From an optimization exercise on the open Yosys and OpenROAD flow, aimed at small area and a short achievable clock period; shortcuts taken in it are not production practice. In this exercise RTL edits were held to simulation tests only and were not proved equivalent to the original.

==> flow/design.v, too long to show whole: its modules and the start of the top module <==
// module iir_df_i_ref: 2378 lines
module iir_df_i_ref
	#(
		parameter N = 2,
		parameter X_WIDTH = 12,
		parameter Y_WIDTH = 12,
		parameter PRECISION = 32,
		parameter COEFF_WIDTH = 16,
		parameter Q = 14
	)
	(
		 input rst_n,
		 input clk,
		 input signed [X_WIDTH-1:0] x,
		 input [(COEFF_WIDTH*N)-1:0] packed_a_coeffs,
		 input [(COEFF_WIDTH*(N+1))-1:0] packed_b_coeffs,
		 output signed [Y_WIDTH-1:0] y
    );
  // ...
==> flow/flow/run.sh <==
#!/bin/bash
# Layout flow: the standard ORFS flow (standard.sh: the standard synthesis,
# floorplan, placement, CTS, routing and finish) with two make variables
# changed on its command line:
#   SETUP_SLACK_MARGIN=14   repair_timing keeps improving setup paths until their
#                           slack at the 21 ns clock reaches 14 ns, so that the
#                           achieved period (21 ns less the slack) is optimised,
#                           not only the 21 ns constraint;
#   MATCH_CELL_FOOTPRINT=0  lets the resizer replace a cell with a faster one of
#                           another footprint (the port buffers, for instance).
# The clock, the SDC and the synthesis are the standard flow's, unchanged.  make's full
# output goes to standard_finish.log; ORFS keeps each step's log under orfs/logs.
set -uo pipefail
bash standard.sh SETUP_SLACK_MARGIN=14 MATCH_CELL_FOOTPRINT=0 finish > standard_finish.log 2>&1
==> flow/standard.sh <==
#!/bin/bash
# synth_recipe.tcl (not shown) runs the flow's synth.tcl, then flattens the netlist and writes it again
# the make line also repeats each setting of config.mk as NAME=value (left out here)
make -C /OpenROAD-flow-scripts/flow DESIGN_CONFIG=/design/flow/config.mk WORK_HOME=/design/flow/orfs CLKGATE_MAP_FILE= SYNTH_SCRIPT=/design/flow/synth_recipe.tcl "${@:-finish}"
==> flow/config.mk <==
export PLATFORM = sky130hd
export DESIGN_NAME = iir_df_i_ref
export DESIGN_NICKNAME = iir_df_i_ref
export VERILOG_FILES = /design/flow/design.v
export SDC_FILE = /design/flow/constraint.sdc
export NUM_CORES = 4
export LEC_CHECK = 0
export CAP_MARGIN = 20
export CORE_MARGIN = 2
export CORE_UTILIZATION = 30
export SLEW_MARGIN = 20
==> flow/constraint.sdc <==
create_clock -name core_clock -period 21.0 [get_ports {clk}]
set_input_delay 4.2000 -clock core_clock [delete_from_list [all_inputs] [get_ports {clk}]]
set_output_delay 4.2000 -clock core_clock [all_outputs]
set_load 0.01 [all_outputs]
==> results.json, run 1 <==
{
  "nMultiInputCombCells": 2746,
  "max_stage_delay_ps": 420,
  "top_usage_layer": "met2",
  "synth_nets": 4395,
  "htree_levels": 4,
  "nets": 4318,
  "r2r_end": "csb[15]",
  "synth_area_leaders": "fa_1 32%, xor2_1 9.1%, dfrtp_1 8.4%",
  "ant_nets": 0,
  "required_ps": 16800,
  "max_freq_mhz": 132,
  "min_from": "x0r[0]",
  "finalCritPeriodShare_pct": 36.2,
  "status": "complete, no violations",
  "worst-path-buf-inv": 2,
  "synth_common_cells": "555 x fa_1, 361 x xor2_1, 305 x a22oi_1",
  "dpl.hpwl_um": 92800,
  "dp_cells": 4942,
  "wl_um": 123000,
  "gp_congestion": 0.938,
  "synthArstFlopShare_pct": 59.2,
  "synth_xor_xnor_area_share_pct": 15.2,
  "bufAreaShareNonClock_pct": 6.50,
  "placed_cell_area_mm2": 0.0369
}
==> run 2: changes to the inputs <==
--- a/flow/flow/run.sh
+++ b/flow/flow/run.sh
@@ -4,4 +4,4 @@
 # changed on its command line:
-#   SETUP_SLACK_MARGIN=14   repair_timing keeps improving setup paths until their
-#                           slack at the 21 ns clock reaches 14 ns, so that the
+#   SETUP_SLACK_MARGIN=13   repair_timing keeps improving setup paths until their
+#                           slack at the 21 ns clock reaches 13 ns, so that the
 #                           achieved period (21 ns less the slack) is optimised,
@@ -13,2 +13,2 @@
 set -uo pipefail
-bash standard.sh SETUP_SLACK_MARGIN=14 MATCH_CELL_FOOTPRINT=0 finish > standard_finish.log 2>&1
+bash standard.sh SETUP_SLACK_MARGIN=13 MATCH_CELL_FOOTPRINT=0 finish > standard_finish.log 2>&1
==> run 2 against run 1 <==
- core utilization is 1.5 points lower
- still clean on timing, DRC and antenna
- non-clock buffer count decreased by 52
- register-to-register slack worse by 260 ps
- final cell count is 1.0% lower
- area after synthesis unchanged
==> results.json, run 2 <==
{
  "worst-setup-path-type": "reg -> out",
  "antennaDiodeCount": 0,
  "startpoint_type": "flip-flop",
  "cts_sinks": 196,
  "nets": 4267,
  "synth-edff-count": 0,
  "dpl.hpwl_um": 92700,
  "wl_um": 122000,
  "die_w_um": 343,
  "r2r_end": "csb[12]",
  "yosysMostFrequentCell": "fa_1",
  "synth_area_leaders": "fa_1 32%, xor2_1 9.1%, dfrtp_1 8.4%",
  "finalCritPeriodShare_pct": 37.8,
  "placementRows": 124,
  "final-hold-violation-count": 0,
  "slew_violations": 0,
  "avgSynthCellArea_um2": 9.59,
  "r2r_start": "csa[9]",
  "worstPathMaxFanout": 5,
  "hold_depth": 1,
  "rsz0062_at_grt": "no",
  "cts.clk_slew.worst_paths_ps": 90,
  "viasPerCell": 5.60,
  "reg2reg_slack_ps": 13210,
  "grt_overflow_total": 0,
  "synth_top_cell_by_area": "fa_1",
  "synth_nets": 4395,
  "clk_path_buf_depth": 2,
  "synth_ff_type": "dfrtp_1",
  "whs_endpoint": "x1r[0]",
  "grt_max_degree": 69,
  "netlist_area_mm2": 0.0346,
  "grt_pass1_wl_um": 186000,
  "die_h_um": 343,
  "htree_levels": 4,
  "relSlewSlack_pct": 17.4,
  "wl_per_cell_um": 24.3,
  "postCtsHoldBufs": 0,
  "cts_buffers": 17,
  "die_area_mm2": 0.118,
  "drt-pass1-iter-count": 13,
  "required_ps": 16800,
  "hold_path.class": "reg -> reg",
  "first_global_vias": 28600,
  "cap_violations": 0,
  "fin_util_pct": 33.1,
  "final_cell_mix": "553 x fa_1, 358 x xor2_1, 305 x a22oi_1",
  "fin_crit_ps": 7930,
  "ant_nets": 0,
  "max_freq_mhz": 126,
  "syn2layout_area_growth_pct": 9.42,
  "top_regs": "csa: 32 flops, csb: 32 flops, r1: 18 flops",
  "fin_skew_ps": 30.1,
  "drt_iter0_drc": 3819,
  "synthArstFlopShare_pct": 59.2,
  "setup_violations": 0,
  "synth_common_cells": "555 x fa_1, 361 x xor2_1, 305 x a22oi_1",
  "min_from": "x0r[0]",
  "clockRootBuffer": "clkbuf_16",
  "antenna_found_initial": 0,
  "synth_top_area_share_pct": 32.1,
  "start_util_pct": 30.2,
  "max_slew.worst_pin.slew_ps": 1220,
  "ys_warn_count": 1,
  "core_mm2": 0.114,
  "reg2regPathDepth": 20,
  "drive_gt1_share_pct": 6.50,
  "status": "complete, no violations",
  "pin_count": 106,
  "grt_usage_pct": 21.0,
  "gp_congestion": 0.932,
  "arrival_ps": 3730,
  "layout_commonest_cell": "fa_1",
  "vias": 28000,
  "synth_cells": 3605,
  "fin_tns_setup_ps": 0,
  "cts_tree": "yes",
  "io_buffers": 105,
  "ys_seq_area_share_pct": 13.0,
  "worstSkewPairLatency_ps": 560,
  "ys_ff_latch": 196,
  "drc_errors": 0,
  "ys_types": 79,
  "end_kind": "primary output",
  "fill_cells": 11600
}
-- run 2: metrics by stage --
stage	worst slack, ps	cells	instance area (um2)	hold WS (ps)
final	13070	5002	37800	659
after detailed placement	12420	4948	36800	656
after CTS	12770	4989	37600	651
after global routing	13000	5002	37800	669
after floorplan	13570	3605	34600	352
after global placement	12440	4948	36800	657
-- run 2: worst max-delay path by stage --
stage	from	to
floorplan	csa[17]	csb[15]
global placement	x[2]	csb[14]
detailed placement	x[1]	csb[14]
CTS	csa[9]	y[9]
global route	csa[9]	y[11]
finish	csa[9]	y[0]
-- run 2: cell type report --
type	instances	area [um2]	share of cell area, %
inverters	298	1130	2.98
repair buffers	216	1890	5.01
multi-input cells	2746	27800	73.5
clock inverters	10	114	0.301
repair inverters	2	10.0	0.0265
clock buffers	22	465	1.23
well taps	1512	1890	5.00
flip-flops and latches	196	4510	11.9
-- run 2: worst max-delay path, stage by stage, from the launching register on --
cell and delay [ps]:
dfrtp_1 390, fa_1 430, ha_2 220, a2111oi_4 370, o21ai_2 110, nand4b_4 290
and2_4 250, buf_4 160, xnor2_2 330, clkdlybuf4s50_1 620
-- run 2: cell families after synthesis --
logic type	Yosys count	synth area share, %
buffers and inverters	664	7.41
adders and majority gates	696	37.3
AOI/OAI and AO/OA	904	19.0
DFF	196	13.0
xor gates and xnor gates	597	15.2
muxes	37	1.12
and+or+nand+nor	511	6.96
-- run 2: what timing repair did --
| item | 4_1_cts | 5_1_grt |
|---|---|---|
| gates resized for setup | 39 | 32 |
| endpoints found under the setup margin | 28 | 41 |
| pin swaps | 6 | 9 |
| gates cloned | 1 | 2 |
| buffers inserted | 8 | 10 |
-- run 2: per-layer routing --
metal | part of all wire (%) | track usage (%) | vias up
met4 | 4.8 | 9.16 | 0
met5 | 0 | 0 | -
met1 | 40 | 28.0 | 14100
li1 | - | - | 12100
met3 | 11 | 5.04 | 272
met2 | 45 | 32.3 | 1630

==> separate check: timing with driven ports <==
No port has a modelled driver above. Below, the same layouts with a new extraction and two added sets of constraints.
Step 1: set_driving_cell puts a clkbuf_16 on clk and a buf_2 on each other input, an assumption about the parent block.
Step 2 adds t to the input delays and takes it off the output delays; t is the mean of the earliest and latest rising clock arrival at the registers after step 1. Input paths then give back, and output paths get back, about the clock's delay inside the block.
Slacks: ideal ports / drivers / drivers and shift; pairs: ideal ports / drivers.
| run | shift t [ns] | setup slack, ns | hold WS [ns] | worst setup path after step 2 | pins driven straight from the clock port |
|---|---|---|---|---|---|
| run 1 | 0.595 | 13.397 / 13.329 / 13.220 | 0.666 / 0.666 / 0.666 | input to register | 1 |
| run 2 | 0.609 | 13.067 / 12.999 / 12.781 | 0.659 / 0.659 / 0.659 | input to register | 1 |
After both steps setup and hold are still met in every run listed. The setup slack of run 2, which loses most, moves by -0.068 ns with the drivers and by -0.286 ns with both steps.
